Source: an optimization exercise on an open RTL-to-GDS flow (aim: small area, a short achievable clock period and few clock cycles per item). Production flows keep margins and buffers that such runs may drop. Where RTL was checked, it was by simulation tests only, not by an equivalence proof against the original. No functional check of the RTL was part of runs 2 and 7. No activity file was given, so power comes from the tool's default toggle rates.

$ cat flow/flow/run.sh
#!/bin/bash
# Standard ORFS layout (the standard.sh, standard synthesis), with two
# layout choices: plain buf_1 cells as the port buffers, and timing repair
# aiming for 10.7 ns of setup slack (a tighter target than the 15 ns clock
# needs). The SDC and clock period are unchanged. make's output goes to
# flow_make.log; each ORFS step keeps its own log under orfs/logs.
set -uo pipefail
bash standard.sh "BUFFER_PORTS_ARGS=-buffer_cell sky130_fd_sc_hd__buf_1" SETUP_SLACK_MARGIN=10.7  finish > flow_make.log 2>&1
$ cat flow/standard.sh
#!/bin/bash
# synth_recipe.tcl (not shown) runs the flow's synth.tcl, then flattens the netlist and writes it again
# the make line also repeats each setting of config.mk as NAME=value (left out here)
make -C /OpenROAD-flow-scripts/flow DESIGN_CONFIG=/design/flow/config.mk WORK_HOME=/design/flow/orfs CLKGATE_MAP_FILE= SYNTH_SCRIPT=/design/flow/synth_recipe.tcl "${@:-finish}"
$ cat flow/config.mk
export PLATFORM = sky130hd
export DESIGN_NAME = restoring_divider
export DESIGN_NICKNAME = restoring_divider
export VERILOG_FILES = /design/flow/design.v
export SDC_FILE = /design/flow/constraint.sdc
export NUM_CORES = 4
export LEC_CHECK = 0
export CAP_MARGIN = 20
export CORE_MARGIN = 2
export CORE_UTILIZATION = 40
export SLEW_MARGIN = 20
$ cat flow/constraint.sdc
create_clock -name core_clock -period 15.0 [get_ports {clk}]
set_input_delay 3.0000 -clock core_clock [delete_from_list [all_inputs] [get_ports {clk}]]
set_output_delay 3.0000 -clock core_clock [all_outputs]
set_load 0.01 [all_outputs]
$ cat flow/design.v
module full_adder (
  input  in1,
  input  in2,
  input  cin,
  output sum,
  output cout
);
  assign sum  = in1 ^ in2 ^ cin;
  assign cout = (in1 & in2) | (in1 & cin) | (in2 & cin);
endmodule
module ripple_carry_adder #(
  parameter BUS_WIDTH = 32
) (
  input                  add_sub_b,
  input                  sign,
  input  [BUS_WIDTH-1:0] in1,
  input  [BUS_WIDTH-1:0] in2,
  output [BUS_WIDTH-1:0] out,
  output                 z,
  output                 n,
  output                 c,
  output                 v
);
  wire [BUS_WIDTH:0] carry;
  assign carry[0] = add_sub_b;
  assign z        = ~(|out);
  assign n        = (sign) ? out[BUS_WIDTH-1] : 1'b0;
  assign c        = carry[BUS_WIDTH];
  assign v        = (sign) ? carry[BUS_WIDTH] ^ carry[BUS_WIDTH-1] : 1'b0;
  genvar i;
  generate
    for (i = 0; i < BUS_WIDTH; i = i + 1) begin : rca_slice
      full_adder fa (
        .cin (carry[i]),
        .in1 (in1[i]),
        .in2 (in2[i] ^ add_sub_b),
        .sum (out[i]),
        .cout(carry[i+1])
      );
    end
  endgenerate
endmodule
module restoring_divider #(
  parameter DIV_WIDTH = 16
) (
  input                      clk,
  input                      rst_n,
  input                      start,
  input                      sign,
  input      [DIV_WIDTH-1:0] in1,
  input      [DIV_WIDTH-1:0] in2,
  output     [DIV_WIDTH-1:0] q,
  output     [DIV_WIDTH-1:0] r,
  output reg                 ready
);
  reg  [15:0] d_reg;      
  reg         aneg, bneg;
  reg  [15:0] r_reg;      
  reg  [15:0] a_reg;      
  reg  [3:0]  cnt;        
  reg         run, fix;   
  reg         f_reg;      
  wire idle = ~run & ~fix;
  wire qneg = aneg ^ bneg;
  wire [19:0] x4 = {r_reg, a_reg[15:12] ^ {4{aneg}}};
  reg  [15:0] tmask;      
  integer j;
  always @(*) begin
    for (j = 0; j < 16; j = j + 1)
      tmask[j] = ~|(d_reg >> (j + 1));
  end
  wire hi_set  = |x4[19:16] | |(x4[15:0] & tmask);
  wire lo_ones = &(x4[15:0] | tmask);
  wire cnt_le12 = ~(cnt[3] & cnt[2] & (cnt[1] | cnt[0]));
  wire skip    = ~hi_set & ~lo_ones & cnt_le12;
  wire done    = skip ? (cnt == 4'd12) : (cnt == 4'd15);
  wire [16:0] x   = {r_reg, a_reg[15] ^ aneg};
  wire [17:0] z   = {1'b0, x} + {2'b11, ~d_reg} + {17'd0, ~bneg};
  wire        qb  = ~z[17];
  wire        z_ones = &z[16:0];
  wire        sp  = aneg & f_reg;
  wire        needfix = aneg | bneg;
  always @(posedge clk) begin
    d_reg <= in2 ^ {16{sign & in2[15]}};
    aneg  <= sign & in1[15];
    bneg  <= sign & in2[15];
    if (!rst_n) begin
      ready <= 1'b1;
      run   <= 1'b0;
      fix   <= 1'b0;
    end else if (idle) begin
      if (start) begin
        ready <= 1'b0;
        run   <= 1'b1;
        cnt   <= 4'd0;
        r_reg <= 16'd0;
        a_reg <= in1;
      end
    end else if (run) begin
      if (skip) begin
        r_reg <= x4[15:0];
        a_reg <= {a_reg[11:0], {4{qneg}}};
        f_reg <= 1'b0;
        cnt   <= cnt + 4'd4;
      end else begin
        r_reg <= qb ? z[15:0] : x[15:0];
        a_reg <= {a_reg[14:0], qb ^ qneg};
        f_reg <= z_ones | (f_reg & x[0]);
        cnt   <= cnt + 4'd1;
      end
      if (done) begin
        run   <= 1'b0;
        fix   <= needfix;
        ready <= ~needfix;
      end
    end else begin
      if (aneg) r_reg <= sp ? 16'd0 : ~r_reg;
      a_reg <= a_reg + {15'd0, sp ^ qneg};
      fix   <= 1'b0;
      ready <= 1'b1;
    end
  end
  assign q = a_reg;
  assign r = r_reg;
endmodule
==> flow_summary.yaml, run 1 <==
status:
  status: "no timing/DRC/antenna violations"
critical_path:
  regToRegStartpoint: "aneg$_DFF_P_"
  crit_path_end_kind: "primary output"
  rr_endpoint: "f_reg$_SDFFCE_PP0P_"
  slowest_stage: "edfxtp_1"
  worstPathArrival_ns: 1.10
  critPathRequiredTime_ns: 12.00
  slowest_delay_ns: 0.56
  crit_family: "flip-flops"
  ff2ff_path_depth: 12
  crit_chain: "buf_1"
  r2r_slack_ns: 11.11
  worstSetupStartpointType: "flop"
  crit_fanout: 8
  crit_type: "flop to primary output"
  crit_buf_inv: 1
layout:
  diodes: 0
  syn2layout_area_growth_pct: 12.8
  final_nets: 605
  fin_area_um2: 4850
  finalNonFillerCells: 687
  drive_gt1_share_pct: 6.90
  final_core_util_pct: 46.8
  fillers: 1061
sta:
  finalSetupViolCount: 0
  skew_ns: 0.0140
  timing.fmax_mhz: 244
  fin_crit_sh_pct: 27.3
  tns_ns: 0
  drv_slew: 0
  tightest_slew_ns: 0.817
  hold_viol_final: 0
  fin_crit_ns: 4.10
  slew-limit-headroom_pct: 45.4
  rsz0062_at_grt: "no"
floorplanning:
  dieWidth_um: 108
  die_h_um: 108
  die-area_um2: 11600
  rows: 37
  start_util_pct: 41.5
  io_pins: 69
  coreArea_um2: 10400
detailed_routing:
  wl_per_cell_um: 15.4
  totalWireLength_um: 10600
  drc_errors: 0
  dr.pass1.iters: 5
  ant_nets: 0
  vias: 3704
  vias_per_cell: 5.39
  drtIter0Drc: 208
pwr:
  clockPowerShare_pct: 25.0
  switching_power_uw: 175
  seq_power_share_pct: 42.3
  powerDensity_nw_per_um2: 103
  peakVddDrop_mv: 0.0395
  p_leak_uw: 0.00180
  combPwrFrac_pct: 32.8
  swShare_pct: 35.3
  internal-power_uw: 322
synth:
  yosys.area.top_type_share_pct: 25.8
  ys.flop_type: "edfxtp_1"
  ys_types: 48
  synthCells: 484
  yosysSeqAreaShare_pct: 35.6
  syn_avg_cell_area_um2: 8.89
  synth_edf_count: 37
  synth_area_leader_cell: "edfxtp_1"
  synthArstFlopShare_pct: 0
  yosysWarnings: 1
  syn_area_um2: 4300
  ys_ff_latch: 58
  synth.area.top_cells: "edfxtp_1 26%, dfxtp_1 9.8%, xnor2_1 7.9%"
  synth_most_common_cell: "nor2_1"
  ys_top_cells_by_count: "54 x nor2_1, 47 x a21oi_1, 39 x xnor2_1, 37 x edfxtp_1, 31 x inv_1"
  syn_nets: 543
worst_hold_path:
  worstHoldPathCells: 2
  min_from: "ready$_SDFFE_PN1P_"
  hp-class: "flop to flop"
  min_to: "ready$_SDFFE_PN1P_"
clock_network:
  post_cts_buffers: 0
  clk_pin_slew_worst_paths_ns: 0.07
  cts_tree: "done"
  clk_latency_ns: 0.35
  cts-root-buf: "clkbuf_8"
  htree_levels: 3
  cts_buffers: 9
  clock_path_buffers: 2
  clock_sink_count: 58
global_route:
  grt_max_degree: 46
  antenna_found_initial: 0
  grt_pass1_vias: 3546
  grt_pass1_wl_um: 17400
  grtUsageTotal_pct: 19.2
  overflow: 0
job:
  drv.max_cap_violation_count: 0
placed_design:
  placed_area_um2: 4680
  port_buffers: 68
  dpl.cell_count: 671
  hpwl_um: 7810
  place_congestion: 0.840
==> metrics by stage <==
step	total power, uW	worst slack (ns)	hold WS [ns]
floorplan	333	10.74	0.530
global placement	372	10.29	0.500
detailed placement	375	10.29	0.531
CTS	501	10.87	0.541
global route	532	10.82	0.568
finish	498	10.90	0.537
==> final cells by class <==
type                       instances  area, um^2  share of cell area (%)
timing repair buffer              71         278                    5.73
inverter                          31         116                    2.40
tap                              136         170                    3.51
clock buffer                      11         131                    2.71
clock inverter                     5        31.3                   0.645
multi-input combinational        375        2590                    53.4
sequential                        58        1530                    31.6
==> routing by layer <==
metal | track usage (%) | routed length, um | vias up | part of all wire, %
met5 | 0 | 0 | - | 0
met4 | 7.14 | 223 | 0 | 2.1
met3 | 4.00 | 693 | 23 | 6.5
met2 | 30.4 | 4840 | 123 | 46
met1 | 25.7 | 4860 | 1695 | 46
li1 | - | - | 1863 | -
==> placed cells by master, fill, tap and decap left out, types with 3 or more instances in the layout <==
cell	n
buf_1	68
nor2_1	54
a21oi_1	47
xnor2_1	38
edfxtp_1	37
inv_1	31
mux2i_1	28
nand2_1	27
o21ai_0	21
ha_1	21
dfxtp_1	21
nand3_1	14
xor2_1	13
mux2_2	12
o22ai_1	12
nor2b_1	9
and3_1	9
clkbuf_8	9
nor3_1	7
a31oi_1	7
nand4_1	6
nand2b_1	5
o211ai_1	4
a221oi_1	3
a211oi_1	3
a21o_1	3
and2_1	3
clkinv_2	3
buf_4	3
==> power groups by stage <==
| stage | sequential, uW | combinational [uW] | clock (uW) |
|---|---|---|---|
| after global routing | 213 | 184 | 136 |
| after detailed placement | 214 | 161 | 0 |
| after CTS | 210 | 163 | 128 |
| final | 210 | 163 | 124 |
| after global placement | 213 | 159 | 0 |
| after floorplan | 209 | 124 | 0 |
==> repair_timing <==
action / in CTS / in global routing
hold buffers: 0 / 0
gates resized for setup: 1 / 2
endpoints found under the setup margin: 16 / 9
==> kinds of logic (layout without fill, tap and decap cells) <==
group / after synthesis / after routing / synth area share [%]
buf+inv: 51 / 118 / 4.57
fa+ha+maj: 23 / 23 / 7.04
simple gates: 142 / 142 / 15.7
mux: 40 / 40 / 9.66
compound gates: 118 / 118 / 16.8
xor+xnor: 52 / 52 / 10.6
flops: 58 / 58 / 35.6
==> worst max-delay path by stage <==
stage                                 startpoint                       to  slack [ns]  depth (start not counted)
after detailed placement                   rst_n  r_reg[13]$_SDFFCE_PP0P_       10.29                          3
after global placement                     rst_n  r_reg[11]$_SDFFCE_PP0P_       10.29                          3
after global routing                aneg$_DFF_P_      f_reg$_SDFFCE_PP0P_       10.82                         12
final                     r_reg[0]$_SDFFCE_PP0P_                     r[0]       10.90                          1
after CTS                 r_reg[3]$_SDFFCE_PP0P_                     r[3]       10.87                          1
after floorplan                            rst_n   r_reg[0]$_SDFFCE_PP0P_       10.74                          2
Testbench counts, summed over its fixed seeds: cycles 18,830, items 1,600.
==> run 2: changes to the inputs <==
--- a/flow/design.v
+++ b/flow/design.v
@@ -77,5 +77,5 @@
   wire [16:0] x   = {r_reg, a_reg[15] ^ aneg};
-  wire [17:0] z   = {1'b0, x} + {2'b11, ~d_reg} + {17'd0, ~bneg};
-  wire        qb  = ~z[17];
-  wire        z_ones = &z[16:0];
+  wire [16:0] z   = {1'b0, x[15:0]} + {1'b0, ~d_reg} + {16'd0, ~bneg};
+  wire        qb  = r_reg[15] | z[16];
+  wire        z_ones = ~qb & &z[15:0];    
   wire        sp  = aneg & f_reg;
==> run 2 against run 1 <==
Still clean on timing, DRC and antenna. Routed wire length is 18% higher. Sequential share of layout area fell by 3.1 points. Clock power is 76% higher. Sequential cell count unchanged. Combinational power up 15%. Critical endpoint is now q[13].
==> flow_summary.yaml, run 2 <==
pwr:
  powerDensity_nw_per_um2: 115
  peakVddDrop_mv: 0.0612
  p_leak_uw: 0.00198
  power.total_uw: 618
detailed_routing:
  ant_nets: 0
  vias_per_cell: 5.90
  highest_layer: "met4"
  dr_wl_met2_um: 5770
  wl_met1_um: 5670
  wl_met3_um: 769
  totalWireLength_um: 12500
  drc_errors: 0
  wl_per_cell_um: 17.1
  drtIter0Drc: 326
  dr.pass1.iters: 5
  vias: 4322
critical_path:
  crit_family: "flip-flops"
  r2r_slack_ns: 10.93
  crit_type: "flop to primary output"
  crit_fanout: 13
  slowest_stage: "edfxtp_1"
  crit_path_end_kind: "primary output"
  crit_buf_inv: 1
  worstSetupStartpointType: "flop"
  crit_chain: "buf_1"
  worstPathArrival_ns: 1.16
  slowest_delay_ns: 0.63
  critPathRequiredTime_ns: 12.00
floorplanning:
  die_h_um: 112
  dieWidth_um: 112
  start_util_pct: 41.0
  die-area_um2: 12600
  rows: 39
  io_pins: 69
  coreArea_um2: 11400
clock_network:
  htree_levels: 3
  clk_pin_slew_worst_paths_ns: 0.05
  cts_buffers: 9
  cts-root-buf: "clkbuf_16"
  clock_path_buffers: 2
  clk_latency_ns: 0.33
  clock_sink_count: 58
  cts_tree: "done"
global_route:
  grt_pass1_vias: 4043
  grt_pass1_wl_um: 20300
  grt_max_degree: 40
  grtUsageTotal_pct: 19.7
  antenna_found_initial: 0
  overflow: 0
layout:
  syn2layout_area_growth_pct: 14.7
  fin_area_um2: 5380
  fillers: 1135
  final_nets: 644
  final_common_cell: "buf_1"
  drive_gt1_share_pct: 7.12
  final_core_util_pct: 47.1
  final_cell_mix: "68 x buf_1, 57 x nor2_1, 48 x a21oi_1"
  diodes: 0
sta:
  finalHoldWorstSlack_ns: 0.603
  timing.fmax_mhz: 240
  drv_slew: 0
  slew-limit-headroom_pct: 28.3
  fin_crit_ns: 4.16
  fin_crit_sh_pct: 27.7
  skew_ns: 0.00586
  rsz0062_at_grt: "no"
  finalSetupViolCount: 0
  tns_ns: 0
  tightest_slew_ns: 1.07
  hold_viol_final: 0
synth:
  synth_area_leader_cell: "edfxtp_1"
  synthCells: 524
  yosys.area.top_type_share_pct: 23.7
  ys_types: 75
  ys_top_cells_by_count: "57 x nor2_1, 48 x a21oi_1, 37 x edfxtp_1, 34 x xnor2_1, 31 x inv_1"
  ys_ff_latch: 58
  ys.flop_type: "edfxtp_1"
  synth_most_common_cell: "nor2_1"
  synthArstFlopShare_pct: 0
  synth_edf_count: 37
  yosysSeqAreaShare_pct: 32.7
  syn_area_um2: 4690
  syn_nets: 583
  yosysWarnings: 1
  synth.area.top_cells: "edfxtp_1 24%, dfxtp_1 9.0%, xnor2_1 6.4%"
  syn_avg_cell_area_um2: 8.94
placed_design:
  place_congestion: 0.891
  hpwl_um: 9100
  placed_area_um2: 5010
  port_buffers: 68
job:
  drv.max_cap_violation_count: 0
status:
  status: "no timing/DRC/antenna violations"
worst_hold_path:
  hp-class: "flop to flop"
run 2: cell types whose count changed after synthesis, moves of 5 or more:
cell,change
o21ai_0,-6
mux2_2,-9
a31oi_1,-6
a211o_1,+5
a21o_1,+6
a211oi_1,+6
xnor2_1,-5
nand2_1,-13
run 2: cell type report:
cell class	instances	area, um^2	share of cell area [%]
multi-input combinational	411	2930	54.5
sequential	58	1530	28.5
timing repair buffer	72	298	5.54
clock buffer	11	233	4.33
tap	143	179	3.33
inverter	33	124	2.30
clock inverter	5	77.6	1.44
run 2: logic make-up after synthesis:
family                     synth area share (%)
DFF                                        32.7
xor gates and xnor gates                   8.22
AOI/OAI and AO/OA                          22.5
adders and majority gates                  6.46
muxes                                      7.15
and+or+nand+nor                            17.7
buffers and inverters                      5.26
run 2: power by group:
group / total [uW] / internal, uW / switching [uW]
combinational: 188 / 82.0 / 106
clock: 218 / 145 / 72.8
sequential: 212 / 189 / 23.7
run 2: final timing paths:
check / cells after the start / to / start
hold / removal: 2 / ready$_SDFFE_PN1P_ / ready$_SDFFE_PN1P_
hold reg to reg: 2 / ready$_SDFFE_PN1P_ / ready$_SDFFE_PN1P_
setup / recovery: 1 / q[13] / a_reg[13]$_DFFE_PP_
setup reg to reg: 12 / r_reg[3]$_SDFFCE_PP0P_ / a_reg[15]$_DFFE_PP_
run 2: metal layers:
layer,track usage (%),vias to the layer above
met3,3.40,26
li1,-,2081
met2,31.1,166
met4,6.75,0
met1,27.6,2049
met5,0,-
run 2: metrics by stage:
stage	cells	setup slack, ns
2_1_floorplan	524	10.74
3_3_place_gp	714	10.31
3_5_place_dp	714	10.24
4_1_cts	731	10.77
5_1_grt	733	10.73
6_report	733	10.84
run 2: repair_timing:
item                       in CTS  in global routing
pin swaps                       1                  1
gates cloned                    1                  0
resized for setup               1                  2
hold buffers                    0                  0
setup endpoints to repair      24                 17
setup buffers                   0                  2
==> run 3: changes to the inputs <==
--- a/flow/design.v
+++ b/flow/design.v
@@ -77,5 +77,5 @@
   wire [16:0] x   = {r_reg, a_reg[15] ^ aneg};
-  wire [16:0] z   = {1'b0, x[15:0]} + {1'b0, ~d_reg} + {16'd0, ~bneg};
-  wire        qb  = r_reg[15] | z[16];
-  wire        z_ones = ~qb & &z[15:0];    
+  wire [17:0] z   = {1'b0, x} + {2'b11, ~d_reg} + {17'd0, ~bneg};
+  wire        qb  = ~z[17];
+  wire        z_ones = &z[16:0];
   wire        sp  = aneg & f_reg;
@@ -83,2 +83,4 @@
   always @(posedge clk) begin
+    cnt   <= run ? cnt + (skip ? 4'd4 : 4'd1) : 4'd0;
+    f_reg <= ~skip & (z_ones | (f_reg & x[0]));
     d_reg <= in2 ^ {16{sign & in2[15]}};
@@ -94,3 +96,2 @@
         run   <= 1'b1;
-        cnt   <= 4'd0;
         r_reg <= 16'd0;
@@ -102,4 +103,2 @@
         a_reg <= {a_reg[11:0], {4{qneg}}};
-        f_reg <= 1'b0;
-        cnt   <= cnt + 4'd4;
       end else begin
@@ -107,4 +106,2 @@
         a_reg <= {a_reg[14:0], qb ^ qneg};
-        f_reg <= z_ones | (f_reg & x[0]);
-        cnt   <= cnt + 4'd1;
       end
==> run 3 against run 2 <==
Still clean. Global-route usage fell by 0.30 points. Clock-buffer cell count decreased by 1. First-iteration DRC count decreased by 19%. Combinational power fell by 17%. Critical path depth is the same. Power shrank 19%. Routed wire length shrank 13%. Largest power group is now sequential cells. Highest routed layer unchanged.
==> flow_summary.yaml, run 3 <==
status:
  status: "no timing/DRC/antenna violations"
clock_network:
  clk_pin_slew_worst_paths_ns: 0.07
  hold_buffers: 0
  cts-root-buf: "clkbuf_8"
  clock_sink_count: 58
  post_cts_buffers: 0
  cts_tree: "done"
  clock_path_buffers: 2
  clk_latency_ns: 0.34
  cts.repair.resized: 0
  cts_buffers: 9
  htree_levels: 3
layout:
  finalNonFillerCells: 695
  final_cell_mix: "68 x buf_1, 61 x nor2_1, 52 x a21oi_1"
  final_common_cell: "buf_1"
  final_nets: 613
  syn2layout_area_growth_pct: 13.3
  diodes: 0
  drive_gt1_share_pct: 4.65
  fillers: 1063
critical_path:
  critPathRequiredTime_ns: 12.00
  crit_family: "flip-flops"
  slowest_delay_ns: 0.57
  worstSetupStartpointType: "flop"
  worstPathArrival_ns: 1.10
  cp_num_cells: 1
  crit_type: "flop to primary output"
  crit_buf_inv: 1
  ff2ff_path_depth: 12
  startpoint: "r_reg[1]$_SDFFCE_PP0P_"
  crit_chain: "buf_1"
  crit_path_end_kind: "primary output"
  crit_fanout: 9
  slowest_stage: "edfxtp_1"
  regToRegStartpoint: "r_reg[15]$_SDFFCE_PP0P_"
synth:
  yosysWarnings: 1
  syn_avg_cell_area_um2: 8.67
  synth.area.top_cells: "edfxtp_1 23%, dfxtp_1 12%, xnor2_1 7.8%"
  ys_ff_latch: 58
  syn_area_um2: 4250
  ys_types: 53
  synth_most_common_cell: "nor2_1"
  synthArstFlopShare_pct: 0
  yosys.area.top_type_share_pct: 22.6
  synthCells: 490
  ys.flop_type: "edfxtp_1"
  synth_edf_count: 32
  syn_nets: 549
  yosysSeqAreaShare_pct: 34.9
  ys_top_cells_by_count: "61 x nor2_1, 53 x a21oi_1, 38 x xnor2_1, 32 x edfxtp_1, 29 x inv_1"
  synth_area_leader_cell: "edfxtp_1"
floorplanning:
  start_util_pct: 41.2
  die_h_um: 107
  dieWidth_um: 107
  io_pins: 69
  die-area_um2: 11500
  rows: 37
  coreArea_um2: 10300
sta:
  layout_setup_ws_ns: 10.90
  slew-limit-headroom_pct: 39.4
  tns_ns: 0
  drv_slew: 0
  hold_viol_final: 0
  fin_crit_sh_pct: 27.3
  fin_crit_ns: 4.10
  finalSetupViolCount: 0
  rsz0062_at_grt: "no"
  tightest_slew_ns: 0.909
  skew_ns: 0.00715
  timing.fmax_mhz: 244
worst_hold_path:
  min_from: "f_reg$_DFF_P_"
  hp-class: "flop to flop"
  worstHoldPathCells: 2
detailed_routing:
  ant_nets: 0
  totalWireLength_um: 10800
  vias: 3849
  wl_per_cell_um: 15.6
  drc_errors: 0
  drtIter0Drc: 263
  dr.pass1.iters: 4
  vias_per_cell: 5.54
global_route:
  grt_pass1_vias: 3596
  grt_max_degree: 52
  antenna_found_initial: 0
  grtUsageTotal_pct: 19.4
  overflow: 0
  grt_pass1_wl_um: 17700
placed_design:
  place_congestion: 0.897
  dp_slack_ns: 10.54
  port_buffers: 68
  hpwl_um: 8060
  dpl.cell_count: 679
pwr:
  powerDensity_nw_per_um2: 104
  peakVddDrop_mv: 0.0359
  p_leak_uw: 0.00176
job:
  drv.max_cap_violation_count: 0
## run 3: path summary, 6_finish.rpt
path                              to  slack, ns
hold reg to reg        f_reg$_DFF_P_       0.46
setup reg to reg  ready$_SDFFE_PN1P_      11.08
setup / recovery                r[1]      10.90
hold / removal         f_reg$_DFF_P_       0.46
## run 3: routing by layer
layer | global-route usage [%] | part of all wire [%]
met1 | 26.8 | 47
met5 | 0 | 0
met3 | 3.34 | 4.9
met4 | 6.59 | 0.68
met2 | 30.8 | 48
## run 3: report_power, final
part           total [uW]  leakage [uW]  switching, uW  internal [uW]
combinational         156       0.00114           87.7           68.0
sequential            204      0.000525           19.4            185
clock                 139     0.0000874           64.0           75.3
total                 499       0.00176            171            328
## run 3: layout make-up
cell class	count	area, um^2	area share, %
clock buffers	10	128	2.65
inverters	29	109	2.26
flip-flops and latches	58	1480	30.8
multi-input cells	384	2580	53.6
repair buffers	72	285	5.93
clock inverters	6	57.6	1.20
well taps	136	170	3.54
## run 3: stage by stage
stage | hold slack, ns | utilization (%) | total power [uW] | instance area, um^2
floorplan | 0.432 | - | 323 | 4250
global placement | 0.447 | 44.8 | 360 | 4630
detailed placement | 0.455 | 44.8 | 363 | 4630
CTS | 0.464 | 46.6 | 503 | 4810
global route | 0.482 | 46.6 | 532 | 4810
finish | 0.464 | 46.6 | 499 | 4810
## run 3: cells by family after synthesis
family | after synthesis | share of synthesized area, %
DFF | 58 | 34.9
muxes | 21 | 5.04
AOI/OAI and AO/OA | 146 | 21.5
and+or+nand+nor | 143 | 15.9
xor gates and xnor gates | 51 | 11.0
adders and majority gates | 23 | 7.13
buffers and inverters | 48 | 4.65
Testbench counts of run 3, summed over its fixed seeds: cycles 18,830, items 1,600.
==> run 4: changes to the inputs <==
--- a/flow/flow/run.sh
+++ b/flow/flow/run.sh
@@ -7,2 +7,2 @@
 set -uo pipefail
-bash standard.sh "BUFFER_PORTS_ARGS=-buffer_cell sky130_fd_sc_hd__buf_1" SETUP_SLACK_MARGIN=10.7  finish > flow_make.log 2>&1
+bash standard.sh "BUFFER_PORTS_ARGS=-buffer_cell sky130_fd_sc_hd__buf_1" SETUP_SLACK_MARGIN=10.7 CORE_UTILIZATION=60 PLACE_DENSITY=0.8 finish > flow_make.log 2>&1
==> run 4 against run 3 <==
Highest routed layer unchanged. Power increased by 9.4%. Critical endpoint unchanged. Via count increased by 2.6%. Combinational power about the same. Fmax about the same. Largest power group unchanged. Cell count decreased by 5.8%.
==> flow_summary.yaml, run 4 <==
status:
  status: "no timing/DRC/antenna violations"
clock_network:
  cts-root-buf: "clkbuf_8"
  clock_sink_count: 58
  clk_pin_slew_worst_paths_ns: 0.08
  post_cts_buffers: 0
  cts_tree: "done"
  htree_levels: 3
  hold_buffers: 0
  cts_buffers: 9
  clock_path_buffers: 2
  clk_latency_ns: 0.35
  cts.repair.resized: 0
worst_hold_path:
  hp-class: "flop to flop"
  worstHoldPathCells: 2
synth:
  ys.flop_type: "edfxtp_1"
  yosysWarnings: 1
  yosys.area.top_type_share_pct: 22.6
  synth_edf_count: 32
  syn_area_um2: 4250
  synth_area_leader_cell: "edfxtp_1"
  ys_types: 53
  syn_avg_cell_area_um2: 8.67
  yosysSeqAreaShare_pct: 34.9
  synth.area.top_cells: "edfxtp_1 23%, dfxtp_1 12%, xnor2_1 7.8%"
  synth_most_common_cell: "nor2_1"
  ys_ff_latch: 58
  synthCells: 490
  synthArstFlopShare_pct: 0
  ys_top_cells_by_count: "61 x nor2_1, 53 x a21oi_1, 38 x xnor2_1, 32 x edfxtp_1, 29 x inv_1"
  syn_nets: 549
detailed_routing:
  wl_met1_um: 4770
  dr_wl_met2_um: 4920
  vias: 3950
  drc_errors: 0
  ant_nets: 0
  drtIter0Drc: 273
  totalWireLength_um: 10700
  vias_per_cell: 6.03
  wl_met3_um: 757
  wl_per_cell_um: 16.3
  dr.pass1.iters: 5
  highest_layer: "met4"
floorplanning:
  rows: 30
  coreArea_um2: 6830
  start_util_pct: 62.2
  dieWidth_um: 88.2
  die_h_um: 88.2
  die-area_um2: 7770
  io_pins: 69
layout:
  drive_gt1_share_pct: 5.19
  final_common_cell: "buf_1"
  diodes: 0
  final_cell_mix: "68 x buf_1, 61 x nor2_1, 52 x a21oi_1"
  final_core_util_pct: 70.6
  syn2layout_area_growth_pct: 13.6
  final_nets: 613
critical_path:
  slowest_delay_ns: 0.57
  critPathRequiredTime_ns: 12.00
  crit_fanout: 9
  crit_chain: "buf_1"
  crit_buf_inv: 1
  crit_family: "flip-flops"
  worstPathArrival_ns: 1.10
  crit_type: "flop to primary output"
  crit_path_end_kind: "primary output"
  ff2ff_path_depth: 12
  cp_num_cells: 1
  slowest_stage: "edfxtp_1"
  worstSetupStartpointType: "flop"
pwr:
  peakVddDrop_mv: 0.0732
  powerDensity_nw_per_um2: 113
  p_leak_uw: 0.00179
sta:
  tns_ns: 0
  rsz0062_at_grt: "no"
  tightest_slew_ns: 0.858
  slew-limit-headroom_pct: 42.8
  hold_viol_final: 0
  fin_crit_ns: 4.10
  skew_ns: 0.0152
  finalSetupViolCount: 0
  fin_crit_sh_pct: 27.4
  timing.fmax_mhz: 244
  drv_slew: 0
global_route:
  grt_pass1_vias: 3688
  overflow: 0
  grt_max_degree: 52
  grtUsageTotal_pct: 28.5
  antenna_found_initial: 0
  grt_pass1_wl_um: 17300
placed_design:
  hpwl_um: 7580
  port_buffers: 68
  place_congestion: 0.892
job:
  drv.max_cap_violation_count: 0
## run 4: changes by cell type in the layout (fill, tap and decap cells not counted)
| cell | before | now |
|---|---|---|
| bufinv_16 | 1 | 3 |
| clkbuf_1 | 1 | 0 |
| clkinv_1 | 2 | 0 |
| clkinv_2 | 1 | 0 |
| clkinv_4 | 0 | 2 |
| clkinvlp_4 | 2 | 0 |
| inv_6 | 0 | 2 |
## run 4: final cells by class
cell class,count,area (um^2)
fill,584,2010
timing repair buffer,72,285
multi-input combinational,384,2580
clock inverter,7,125
inverter,29,109
clock buffer,9,124
tap,96,120
sequential,58,1480
## run 4: through the flow
stage          power (uW)  instances  area, um^2  hold slack [ns]  worst slack, ns
2_1_floorplan         323        490        4250            0.432            10.94
3_3_place_gp          356        639        4580            0.443            10.65
3_5_place_dp          361        639        4580            0.454            10.54
4_1_cts               544        655        4830            0.465            10.90
5_1_grt               573        655        4830            0.497            10.79
6_report              546        655        4830            0.457            10.90
## run 4: path summary, 6_finish.rpt
path	slack, ns	start	to
min reg2reg	0.46	f_reg$_DFF_P_	f_reg$_DFF_P_
min	0.46	f_reg$_DFF_P_	f_reg$_DFF_P_
max	10.90	r_reg[1]$_SDFFCE_PP0P_	r[1]
max reg2reg	11.10	aneg$_DFF_P_	ready$_SDFFE_PN1P_
## run 4: power by group
part | total (uW) | switching, uW | internal [uW]
logic | 159 | 90.6 | 68.1
clock network | 183 | 70.8 | 112
registers | 204 | 19.6 | 185
total | 546 | 181 | 365
## run 4: kinds of logic (layout without fill, tap and decap cells)
| logic type | count (synthesis) | count (layout) | share of synthesized area (%) |
|---|---|---|---|
| XOR/XNOR | 51 | 51 | 11.0 |
| multiplexers | 21 | 21 | 5.04 |
| buffers and inverters | 48 | 117 | 4.65 |
| flip-flops | 58 | 58 | 34.9 |
| AO/OA/AOI/OAI | 146 | 146 | 21.5 |
| AND/OR/NAND/NOR | 143 | 143 | 15.9 |
| adder cells (fa/ha/maj) | 23 | 23 | 7.13 |
## run 4: layer usage
| layer | up-vias | GRT usage [%] |
|---|---|---|
| li1 | 1908 | - |
| met1 | 1835 | 40.2 |
| met2 | 183 | 44.1 |
| met3 | 24 | 4.52 |
| met4 | 0 | 11.4 |
| met5 | - | 0 |
==> run 5: changes to the inputs <==
--- a/flow/flow/run.sh
+++ b/flow/flow/run.sh
@@ -7,2 +7,2 @@
 set -uo pipefail
-bash standard.sh "BUFFER_PORTS_ARGS=-buffer_cell sky130_fd_sc_hd__buf_1" SETUP_SLACK_MARGIN=10.7 CORE_UTILIZATION=60 PLACE_DENSITY=0.8 finish > flow_make.log 2>&1
+bash standard.sh "BUFFER_PORTS_ARGS=-buffer_cell sky130_fd_sc_hd__buf_1" SETUP_SLACK_MARGIN=10.7 GPL_TIMING_DRIVEN=1 finish > flow_make.log 2>&1
==> run 5 against run 4 <==
Still clean. Clock-buffer cell count up 1. Fmax about the same. Clock skew down 0.0081 ns. First-iteration DRC count down 3.7%. Core utilization down 24 points. Setup slack better by 0.0017 ns. Critical path depth unchanged. Register-to-register slack worse by 0.02 ns. Sequential cell count unchanged. Critical endpoint unchanged. Largest cell class unchanged. Largest power group unchanged.
==> flow_summary.yaml, run 5 <==
synth:
  synth_xor_area_share_pct: 11.0
  synth_most_common_cell: "nor2_1"
  syn_area_um2: 4250
  ys.flop_type: "edfxtp_1"
  yosysSeqAreaShare_pct: 34.9
  synth_area_leader_cell: "edfxtp_1"
  synthAdderAreaFrac_pct: 7.13
  ys_top_cells_by_count: "61 x nor2_1, 53 x a21oi_1, 38 x xnor2_1, 32 x edfxtp_1, 29 x inv_1"
  synth_compound_area_share_pct: 21.5
  synth.area.top_cells: "edfxtp_1 23%, dfxtp_1 12%, xnor2_1 7.8%"
  yosys.area.top_type_share_pct: 22.6
  syn_avg_cell_area_um2: 8.67
  yosysWarnings: 1
  ys_types: 53
  synthCells: 490
  muxShareOfSynthArea_pct: 5.04
  synthArstFlopShare_pct: 0
  syn_nets: 549
  synth_edf_count: 32
  synthSimpleGateAreaFrac_pct: 15.9
  ys_ff_latch: 58
  synth_top_family_by_area: "compound AO/OA/AOI/OAI gates"
layout:
  final_core_util_pct: 46.6
  fin_area_um2: 4810
  drive_gt1_share_pct: 4.65
  final_cell_mix: "68 x buf_1, 61 x nor2_1, 52 x a21oi_1"
  final_nets: 613
  final_common_cell: "buf_1"
  diodes: 0
  syn2layout_area_growth_pct: 13.3
  fillers: 1063
sta:
  slew-limit-headroom_pct: 39.4
  drv_slew: 0
  hold_viol_final: 0
  finalSetupViolCount: 0
  rsz0062_at_grt: "no"
  fin_crit_sh_pct: 27.3
  tightest_slew_ns: 0.909
  tns_ns: 0
  fin_crit_ns: 4.10
  skew_ns: 0.00715
  timing.fmax_mhz: 244
  layout_setup_ws_ns: 10.90
global_route:
  grt_pass1_vias: 3596
  grt_pass1_wl_um: 17700
  grt_max_degree: 52
  grtUsageTotal_pct: 19.4
  antenna_found_initial: 0
  overflow: 0
clock_network:
  post_cts_buffers: 0
  clock_path_buffers: 2
  cts.repair.resized: 0
  htree_levels: 3
  clk_pin_slew_worst_paths_ns: 0.07
  cts_buffers: 9
  clock_sink_count: 58
  clk_latency_ns: 0.34
  hold_buffers: 0
  cts-root-buf: "clkbuf_8"
  cts_tree: "done"
critical_path:
  rr_endpoint: "ready$_SDFFE_PN1P_"
  cp_num_cells: 1
  crit_end: "r[1]"
  crit_chain: "buf_1"
  crit_type: "flop to primary output"
  critPathRequiredTime_ns: 12.00
  slowest_stage: "edfxtp_1"
  crit_buf_inv: 1
  crit_family: "flip-flops"
  worstSetupStartpointType: "flop"
  regToRegStartpoint: "r_reg[15]$_SDFFCE_PP0P_"
  ff2ff_path_depth: 12
  crit_path_end_kind: "primary output"
  slowest_delay_ns: 0.57
  startpoint: "r_reg[1]$_SDFFCE_PP0P_"
  r2r_slack_ns: 11.08
  worstPathArrival_ns: 1.10
  crit_fanout: 9
floorplanning:
  dieWidth_um: 107
  die_h_um: 107
  coreArea_um2: 10300
  die-area_um2: 11500
  start_util_pct: 41.2
  rows: 37
  io_pins: 69
detailed_routing:
  vias_per_cell: 5.54
  totalWireLength_um: 10800
  dr.pass1.iters: 4
  drc_errors: 0
  drtIter0Drc: 263
  vias: 3849
  ant_nets: 0
  wl_per_cell_um: 15.6
status:
  status: "no timing/DRC/antenna violations"
worst_hold_path:
  worstHoldPathCells: 2
  hp-class: "flop to flop"
pwr:
  p_leak_uw: 0.00176
  powerDensity_nw_per_um2: 104
  peakVddDrop_mv: 0.0359
placed_design:
  dp_slack_ns: 10.54
  place_congestion: 0.897
  placed_area_um2: 4630
  port_buffers: 68
  hpwl_um: 8060
job:
  drv.max_cap_violation_count: 0
run 5: cells by family (layout without fill, tap and decap cells):
group | after synthesis | in the layout
adders and majority gates | 23 | 23
xor gates and xnor gates | 51 | 51
AOI/OAI and AO/OA | 146 | 146
DFF | 58 | 58
and+or+nand+nor | 143 | 143
muxes | 21 | 21
buffers and inverters | 48 | 117
run 5: layout make-up:
| type | instances | area [um^2] | area share [%] |
|---|---|---|---|
| multi-input cells | 384 | 2580 | 53.6 |
| flip-flops and latches | 58 | 1480 | 30.8 |
| repair buffers | 72 | 285 | 5.93 |
| well taps | 136 | 170 | 3.54 |
| clock buffers | 10 | 128 | 2.65 |
| inverters | 29 | 109 | 2.26 |
| clock inverters | 6 | 57.6 | 1.20 |
run 5: worst min-delay path by stage:
stage                  start             to  slack [ns]
2_1_floorplan  f_reg$_DFF_P_  f_reg$_DFF_P_        0.43
3_3_place_gp   f_reg$_DFF_P_  f_reg$_DFF_P_        0.45
3_5_place_dp   f_reg$_DFF_P_  f_reg$_DFF_P_        0.45
4_1_cts        f_reg$_DFF_P_  f_reg$_DFF_P_        0.46
5_1_grt        f_reg$_DFF_P_  f_reg$_DFF_P_        0.48
6_report       f_reg$_DFF_P_  f_reg$_DFF_P_        0.46
run 5: metrics by stage:
stage | hold slack [ns] | total power, uW | std cells
after global routing | 0.482 | 532 | 695
final | 0.464 | 499 | 695
after global placement | 0.447 | 360 | 679
after detailed placement | 0.455 | 363 | 679
after CTS | 0.464 | 503 | 695
after floorplan | 0.432 | 323 | 490
run 5: layer usage:
metal	wire [um]	GRT usage, %	up-vias
met3	530	3.34	6
li1	-	-	1905
met4	74	6.59	0
met2	5160	30.8	107
met1	5070	26.8	1831
met5	0	0	-
run 5: where the power goes:
part,internal [uW],switching (uW)
Clock,75.3,64.0
Sequential,185,19.4
Combinational,68.0,87.7
==> run 6: changes to the inputs <==
--- a/flow/flow/run.sh
+++ b/flow/flow/run.sh
@@ -7,2 +7,2 @@
 set -uo pipefail
-bash standard.sh "BUFFER_PORTS_ARGS=-buffer_cell sky130_fd_sc_hd__buf_1" SETUP_SLACK_MARGIN=10.7 GPL_TIMING_DRIVEN=1 finish > flow_make.log 2>&1
+bash standard.sh "BUFFER_PORTS_ARGS=-buffer_cell sky130_fd_sc_hd__buf_1" SETUP_SLACK_MARGIN=10.7 SLEW_MARGIN=0 CAP_MARGIN=0 finish > flow_make.log 2>&1
==> run 6 against run 5 <==
Setup slack unchanged. Register-to-register slack about the same. Clock skew unchanged. Highest routed layer unchanged.
==> flow_summary.yaml, run 6 <==
floorplanning:
  io_pins: 69
  start_util_pct: 41.2
  coreArea_um2: 10300
  die_h_um: 107
  die-area_um2: 11500
  dieWidth_um: 107
  rows: 37
placed_design:
  hpwl_um: 8060
  dp_slack_ns: 10.54
  place_congestion: 0.897
  port_buffers: 68
synth:
  synthCells: 490
  synth_area_leader_cell: "edfxtp_1"
  ys_top_cells_by_count: "61 x nor2_1, 53 x a21oi_1, 38 x xnor2_1, 32 x edfxtp_1, 29 x inv_1"
  synthArstFlopShare_pct: 0
  syn_area_um2: 4250
  yosys.area.top_type_share_pct: 22.6
  ys_types: 53
  synth.area.top_cells: "edfxtp_1 23%, dfxtp_1 12%, xnor2_1 7.8%"
  synth_edf_count: 32
  syn_avg_cell_area_um2: 8.67
  yosysWarnings: 1
  ys_ff_latch: 58
  synth_most_common_cell: "nor2_1"
  yosysSeqAreaShare_pct: 34.9
  ys.flop_type: "edfxtp_1"
  syn_nets: 549
sta:
  tightest_slew_ns: 0.909
  skew_ns: 0.00715
  rsz0062_at_grt: "no"
  timing.fmax_mhz: 244
  slew-limit-headroom_pct: 39.4
  drv_slew: 0
  layout_setup_ws_ns: 10.90
  finalSetupViolCount: 0
  fin_crit_sh_pct: 27.3
  fin_crit_ns: 4.10
  hold_viol_final: 0
  tns_ns: 0
  finalHoldWorstSlack_ns: 0.464
pwr:
  internal-power_uw: 328
  switching_power_uw: 171
  peakVddDrop_mv: 0.0359
  clockPowerShare_pct: 27.9
  p_leak_uw: 0.00176
  powerDensity_nw_per_um2: 104
  seq_power_share_pct: 40.9
  combPwrFrac_pct: 31.2
  swShare_pct: 34.3
critical_path:
  cp_num_cells: 1
  critPathRequiredTime_ns: 12.00
  slowest_delay_ns: 0.57
  crit_buf_inv: 1
  crit_path_end_kind: "primary output"
  worstSetupStartpointType: "flop"
  worstPathArrival_ns: 1.10
  ff2ff_path_depth: 12
  crit_family: "flip-flops"
  crit_type: "flop to primary output"
  rr_endpoint: "ready$_SDFFE_PN1P_"
  slowest_stage: "edfxtp_1"
  crit_end: "r[1]"
  startpoint: "r_reg[1]$_SDFFCE_PP0P_"
  regToRegStartpoint: "r_reg[15]$_SDFFCE_PP0P_"
  crit_fanout: 9
  crit_chain: "buf_1"
  r2r_slack_ns: 11.08
clock_network:
  htree_levels: 3
  clk_latency_ns: 0.34
  cts_tree: "done"
  hold_buffers: 0
  cts-root-buf: "clkbuf_8"
  post_cts_buffers: 0
  cts.repair.resized: 0
  clock_path_buffers: 2
  clk_pin_slew_worst_paths_ns: 0.07
  cts_buffers: 9
  clock_sink_count: 58
detailed_routing:
  dr.pass1.iters: 4
  wl_per_cell_um: 15.6
  vias_per_cell: 5.54
  totalWireLength_um: 10800
  drtIter0Drc: 263
  drc_errors: 0
  wl_met1_um: 5070
  dr_wl_met2_um: 5160
  vias: 3849
  wl_met3_um: 530
  highest_layer: "met4"
  ant_nets: 0
worst_hold_path:
  min_from: "f_reg$_DFF_P_"
  hp-class: "flop to flop"
layout:
  drive_gt1_share_pct: 4.65
  multi_input_area_um2: 2580
  syn2layout_area_growth_pct: 13.3
  final_common_cell: "buf_1"
  diodes: 0
  final_nets: 613
  final_cell_mix: "68 x buf_1, 61 x nor2_1, 52 x a21oi_1"
  regArea_um2: 1480
  fillers: 1063
status:
  status: "no timing/DRC/antenna violations"
global_route:
  grtUsageTotal_pct: 19.4
  overflow: 0
  antenna_found_initial: 0
  grt_pass1_vias: 3596
  grt_max_degree: 52
  grt_pass1_wl_um: 17700
job:
  drv.max_cap_violation_count: 0
==> run 6: cell counts in the layout (fill, tap and decap cells not counted) <==
Identical to the previous run, type by type.
==> run 6: through the flow <==
stage	std cells	utilization (%)	instance area [um^2]	power, uW
after detailed placement	679	44.8	4630	363
final	695	46.6	4810	499
after floorplan	490	-	4250	323
after global routing	695	46.6	4810	532
after CTS	695	46.6	4810	503
after global placement	679	44.8	4630	360
==> run 6: worst min-delay path by stage <==
| stage | to | slack, ns | cells after the start |
|---|---|---|---|
| 6_report | f_reg$_DFF_P_ | 0.46 | 2 |
| 3_3_place_gp | f_reg$_DFF_P_ | 0.45 | 2 |
| 2_1_floorplan | f_reg$_DFF_P_ | 0.43 | 2 |
| 4_1_cts | f_reg$_DFF_P_ | 0.46 | 2 |
| 5_1_grt | f_reg$_DFF_P_ | 0.48 | 2 |
| 3_5_place_dp | f_reg$_DFF_P_ | 0.45 | 2 |
==> run 6: power by group through the flow <==
stage / Sequential [uW] / Combinational (uW) / Clock (uW)
floorplan: 204 / 118 / 0
global placement: 207 / 153 / 0
detailed placement: 208 / 156 / 0
CTS: 204 / 156 / 143
global route: 206 / 175 / 150
finish: 204 / 156 / 139
==> run 6: logic make-up after synthesis <==
family,Yosys count,share of synthesized area [%]
compound gates,146,21.5
flops,58,34.9
buf+inv,48,4.65
simple gates,143,15.9
mux,21,5.04
fa+ha+maj,23,7.13
xor+xnor,51,11.0
==> run 6: routing by layer <==
layer  vias to the layer above  global-route usage (%)
met1                      1831                    26.8
met2                       107                    30.8
met4                         0                    6.59
met3                         6                    3.34
met5                         -                       0
li1                       1905                       -
==> run 6: final cells by class <==
| type | instances | share of cell area (%) |
|---|---|---|
| Multi-Input combinational cell | 384 | 53.6 |
| Sequential cell | 58 | 30.8 |
| Timing Repair Buffer | 72 | 5.93 |
| Tap cell | 136 | 3.54 |
| Clock buffer | 10 | 2.65 |
| Inverter | 29 | 2.26 |
| Clock inverter | 6 | 1.20 |
==> run 7: changes to the inputs <==
--- a/flow/design.v
+++ b/flow/design.v
@@ -55,3 +55,3 @@
 );
-  reg  [15:0] d_reg;      
+  reg  [15:0] b_reg;      
   reg         aneg, bneg;
@@ -60,6 +60,6 @@
   reg  [3:0]  cnt;        
-  reg         run, fix;   
+  reg         run, fix;
   reg         f_reg;      
-  wire idle = ~run & ~fix;
   wire qneg = aneg ^ bneg;
+  wire [15:0] d = b_reg;    
   wire [19:0] x4 = {r_reg, a_reg[15:12] ^ {4{aneg}}};
@@ -69,3 +69,3 @@
     for (j = 0; j < 16; j = j + 1)
-      tmask[j] = ~|(d_reg >> (j + 1));
+      tmask[j] = ~|(d >> (j + 1));
   end
@@ -73,8 +73,7 @@
   wire lo_ones = &(x4[15:0] | tmask);
-  wire cnt_le12 = ~(cnt[3] & cnt[2] & (cnt[1] | cnt[0]));
-  wire skip    = ~hi_set & ~lo_ones & cnt_le12;
-  wire done    = skip ? (cnt == 4'd12) : (cnt == 4'd15);
+  wire skip    = ~hi_set & ~lo_ones & ~(cnt[3] & cnt[2] & (cnt[1] | cnt[0]));
   wire [16:0] x   = {r_reg, a_reg[15] ^ aneg};
-  wire [17:0] z   = {1'b0, x} + {2'b11, ~d_reg} + {17'd0, ~bneg};
+  wire [17:0] z   = {1'b0, x} + {2'b11, ~d} + {17'd0, ~bneg};
   wire        qb  = ~z[17];
+  wire [4:0]  cnt_n = {1'b0, cnt} + (skip ? 5'd4 : 5'd1);
   wire        z_ones = &z[16:0];
@@ -83,7 +82,7 @@
   always @(posedge clk) begin
-    cnt   <= run ? cnt + (skip ? 4'd4 : 4'd1) : 4'd0;
-    f_reg <= ~skip & (z_ones | (f_reg & x[0]));
-    d_reg <= in2 ^ {16{sign & in2[15]}};
+    b_reg <= in2 ^ {16{sign & in2[15]}};
     aneg  <= sign & in1[15];
     bneg  <= sign & in2[15];
+  end
+  always @(posedge clk) begin
     if (!rst_n) begin
@@ -92,3 +91,3 @@
       fix   <= 1'b0;
-    end else if (idle) begin
+    end else if (ready) begin
       if (start) begin
@@ -96,14 +95,5 @@
         run   <= 1'b1;
-        r_reg <= 16'd0;
-        a_reg <= in1;
       end
     end else if (run) begin
-      if (skip) begin
-        r_reg <= x4[15:0];
-        a_reg <= {a_reg[11:0], {4{qneg}}};
-      end else begin
-        r_reg <= qb ? z[15:0] : x[15:0];
-        a_reg <= {a_reg[14:0], qb ^ qneg};
-      end
-      if (done) begin
+      if (cnt_n[4]) begin
         run   <= 1'b0;
@@ -113,6 +103,27 @@
     end else begin
+      fix   <= 1'b0;
+      ready <= 1'b1;
+    end
+  end
+  always @(posedge clk) begin
+    if (ready) begin
+      if (start) begin
+        cnt   <= 4'd0;
+        r_reg <= 16'd0;
+        a_reg <= in1;
+      end
+    end else if (run) begin
+      cnt <= cnt_n[3:0];
+      if (skip) begin
+        r_reg <= x4[15:0];
+        a_reg <= {a_reg[11:0], {4{qneg}}};
+        f_reg <= 1'b0;
+      end else begin
+        r_reg <= qb ? z[15:0] : x[15:0];
+        a_reg <= {a_reg[14:0], qb ^ qneg};
+        f_reg <= z_ones | (f_reg & x[0]);
+      end
+    end else begin
       if (aneg) r_reg <= sp ? 16'd0 : ~r_reg;
       a_reg <= a_reg + {15'd0, sp ^ qneg};
-      fix   <= 1'b0;
-      ready <= 1'b1;
     end
==> flow/flow/run.sh (replaced) <==
#!/bin/bash
# Standard ORFS layout, with timing repair aiming for 10.5 ns of setup slack
# (a tighter target than the 15 ns clock needs); the SDC is unchanged.
set -uo pipefail
bash standard.sh SETUP_SLACK_MARGIN=10.5 finish > flow_make.log 2>&1
==> run 7 against run 6 <==
Clock power up 7%. Die area up 4.9%. Final area up 16%. Register-to-register slack worse by 0.14 ns. Sequential share of layout area down 3.7 points. Core utilization up 4.7 points. Clock-buffer cell count up 2. Routed wire length up 21%.
==> flow_summary.yaml, run 7 <==
layout:
  syn2layout_area_growth_pct: 25.1
  fin_area_um2: 5580
  final_nets: 638
  final_core_util_pct: 51.3
  final_common_cell: "clkdlybuf4s50_1"
  diodes: 0
  final_cell_mix: "68 x clkdlybuf4s50_1, 37 x edfxtp_1, 35 x a21oi_1"
  drive_gt1_share_pct: 8.90
detailed_routing:
  vias: 4214
  wl_per_cell_um: 18.1
  dr.pass1.iters: 5
  drc_errors: 0
  totalWireLength_um: 13100
  ant_nets: 0
  drtIter0Drc: 320
  vias_per_cell: 5.82
clock_network:
  cts_buffers: 9
  clock_path_buffers: 2
  cts_tree: "done"
  htree_levels: 3
  clock_sink_count: 57
  cts-root-buf: "clkbuf_8"
  clk_pin_slew_worst_paths_ns: 0.07
  clk_latency_ns: 0.34
sta:
  fin_crit_ns: 4.49
  slew-limit-headroom_pct: 42.7
  tns_ns: 0
  layout_setup_ws_ns: 10.51
  hold_viol_final: 0
  finalSetupViolCount: 0
  fin_crit_sh_pct: 30.0
  drv_slew: 0
  rsz0062_at_grt: "no"
  skew_ns: 0.0151
  tightest_slew_ns: 0.854
  timing.fmax_mhz: 223
global_route:
  overflow: 0
  grt_pass1_vias: 4139
  grt_max_degree: 38
  antenna_found_initial: 0
  grtUsageTotal_pct: 22.8
  grt_pass1_wl_um: 21200
synth:
  syn_avg_cell_area_um2: 8.82
  synthCells: 506
  syn_nets: 565
  ys.flop_type: "edfxtp_1"
  ys_top_cells_by_count: "37 x edfxtp_1, 35 x a21oi_1, 34 x nor2_1, 34 x xnor2_1, 31 x nand2_1"
  synth_most_common_cell: "edfxtp_1"
  ys_ff_latch: 57
  synthArstFlopShare_pct: 0
  yosys.area.top_type_share_pct: 24.9
  synth_area_leader_cell: "edfxtp_1"
  syn_area_um2: 4460
  ys_types: 72
  synth.area.top_cells: "edfxtp_1 25%, dfxtp_1 9.0%, xnor2_1 6.7%"
  yosysWarnings: 1
  yosysSeqAreaShare_pct: 33.9
  synth_edf_count: 37
critical_path:
  crit_chain: "clkdlybuf4s50_1"
  worstPathArrival_ns: 1.49
  crit_type: "flop to primary output"
  slowest_delay_ns: 0.61
  critPathRequiredTime_ns: 12.00
  crit_family: "buffers and inverters"
  worstSetupStartpointType: "flop"
  crit_buf_inv: 1
  crit_path_end_kind: "primary output"
  slowest_stage: "clkdlybuf4s50_1"
  crit_fanout: 7
worst_hold_path:
  hp-class: "flop to flop"
placed_design:
  dp_slack_ns: 9.68
  place_congestion: 0.941
  port_buffers: 68
  hpwl_um: 9470
  placed_area_um2: 5200
floorplanning:
  coreArea_um2: 10900
  start_util_pct: 41.0
  dieWidth_um: 110
  die_h_um: 110
  io_pins: 69
  die-area_um2: 12000
  rows: 38
pwr:
  power.total_uw: 600
  combPwrFrac_pct: 39.7
  p_leak_uw: 0.00210
  clockPowerShare_pct: 24.8
  peakVddDrop_mv: 0.0426
  powerDensity_nw_per_um2: 108
  internal-power_uw: 378
  seq_power_share_pct: 35.4
  swShare_pct: 37.1
  switching_power_uw: 222
job:
  drv.max_cap_violation_count: 0
status:
  status: "no timing/DRC/antenna violations"
-- run 7: layout make-up --
type	instances	area, um^2
Timing Repair Buffer	89	851
Clock buffer	12	178
Inverter	25	93.8
Sequential cell	57	1510
Tap cell	140	175
Multi-Input combinational cell	397	2740
Fill cell	1055	5310
Clock inverter	4	30.0
-- run 7: repair_timing --
item	4_1_cts	5_1_grt
buffers inserted	7	13
pin swaps	0	0
hold endpoints to repair	0	0
resized for setup	3	0
hold buffers	0	0
setup endpoints to repair	24	23
-- run 7: metrics by stage --
step / hold slack [ns] / std cells
after floorplan: 0.466 / 506
after global placement: 0.491 / 688
after detailed placement: 0.496 / 688
after CTS: 0.508 / 711
after global routing: 0.525 / 724
final: 0.512 / 724
-- run 7: routing by layer --
| metal | vias to the layer above | global-route usage [%] | wire length [um] | share of wire [%] |
|---|---|---|---|---|
| met5 | - | 0 | 0 | 0 |
| li1 | 2073 | - | - | - |
| met4 | 0 | 8.59 | 377 | 2.9 |
| met1 | 2004 | 30.4 | 6100 | 47 |
| met2 | 113 | 37.7 | 6170 | 47 |
| met3 | 24 | 3.14 | 449 | 3.4 |
-- run 7: worst paths after layout --
kind	slack, ns	cells past startpoint	startpoint	endpoint
hold reg to reg	0.51	2	run$_SDFFE_PN0P_	run$_SDFFE_PN0P_
hold / removal	0.51	2	run$_SDFFE_PN0P_	run$_SDFFE_PN0P_
setup / recovery	10.51	1	r_reg[4]$_SDFFCE_PP0P_	r[4]
setup reg to reg	10.94	10	aneg$_DFF_P_	r_reg[7]$_SDFFCE_PP0P_
-- run 7: worst min-delay path: stages (launching register included) --
cell	delay (ns)
dfxtp_1	0.33
nand2_1	0.07
a21boi_0	0.07
-- run 7: cells by family after synthesis --
kind of cell,Yosys count,synth area share [%]
DFF,57,33.9
adders and majority gates,23,6.78
and+or+nand+nor,154,18.0
xor gates and xnor gates,45,8.83
buffers and inverters,52,5.02
muxes,14,3.17
AOI/OAI and AO/OA,161,24.3
-- run 7: power by group through the flow --
| stage | Clock [uW] | Combinational, uW | Sequential (uW) |
|---|---|---|---|
| final | 149 | 238 | 213 |
| after global routing | 158 | 264 | 215 |
| after CTS | 151 | 230 | 213 |
| after detailed placement | 0 | 220 | 220 |
| after global placement | 0 | 217 | 220 |
| after floorplan | 0 | 153 | 213 |

-- re-timing with driven ports --
The flow's constraints put no driver on any port. The routed layouts listed below were extracted and timed again, unchanged, in two steps. Step 1 sets driving cells, clkbuf_16 on the clock port and buf_2 on the other inputs (assumed; they add their load-dependent delay and slew). Step 2 moves the port delays by t, midway between the first and last clock arrival at a register: inputs arrive t later, outputs are due t later. That takes back most of the time a late clock gives input paths. a / b / c = no drivers / after step 1 / after step 2; a / b = the first two.
run | t (ns) | slack for setup (ns) | worst data-port slew with drivers (ns)
run 1 | 0.379 | 10.900 / 10.866 / 10.622 | 0.04
run 2 | 0.360 | 10.841 / 10.803 / 10.584 | 0.04
run 3 | 0.369 | 10.898 / 10.864 / 10.554 | 0.03
run 4 | 0.369 | 10.896 / 10.865 / 10.536 | 0.04
run 5 | 0.369 | 10.898 / 10.864 / 10.554 | 0.03
run 6 | 0.369 | 10.898 / 10.864 / 10.554 | 0.03
run 7 | 0.364 | 10.507 / 10.471 / 10.394 | 0.04
After both steps setup and hold are still met in every run listed. For run 4, which loses most, drivers alone change the setup slack by -0.031 ns; drivers and shift together by -0.360 ns.
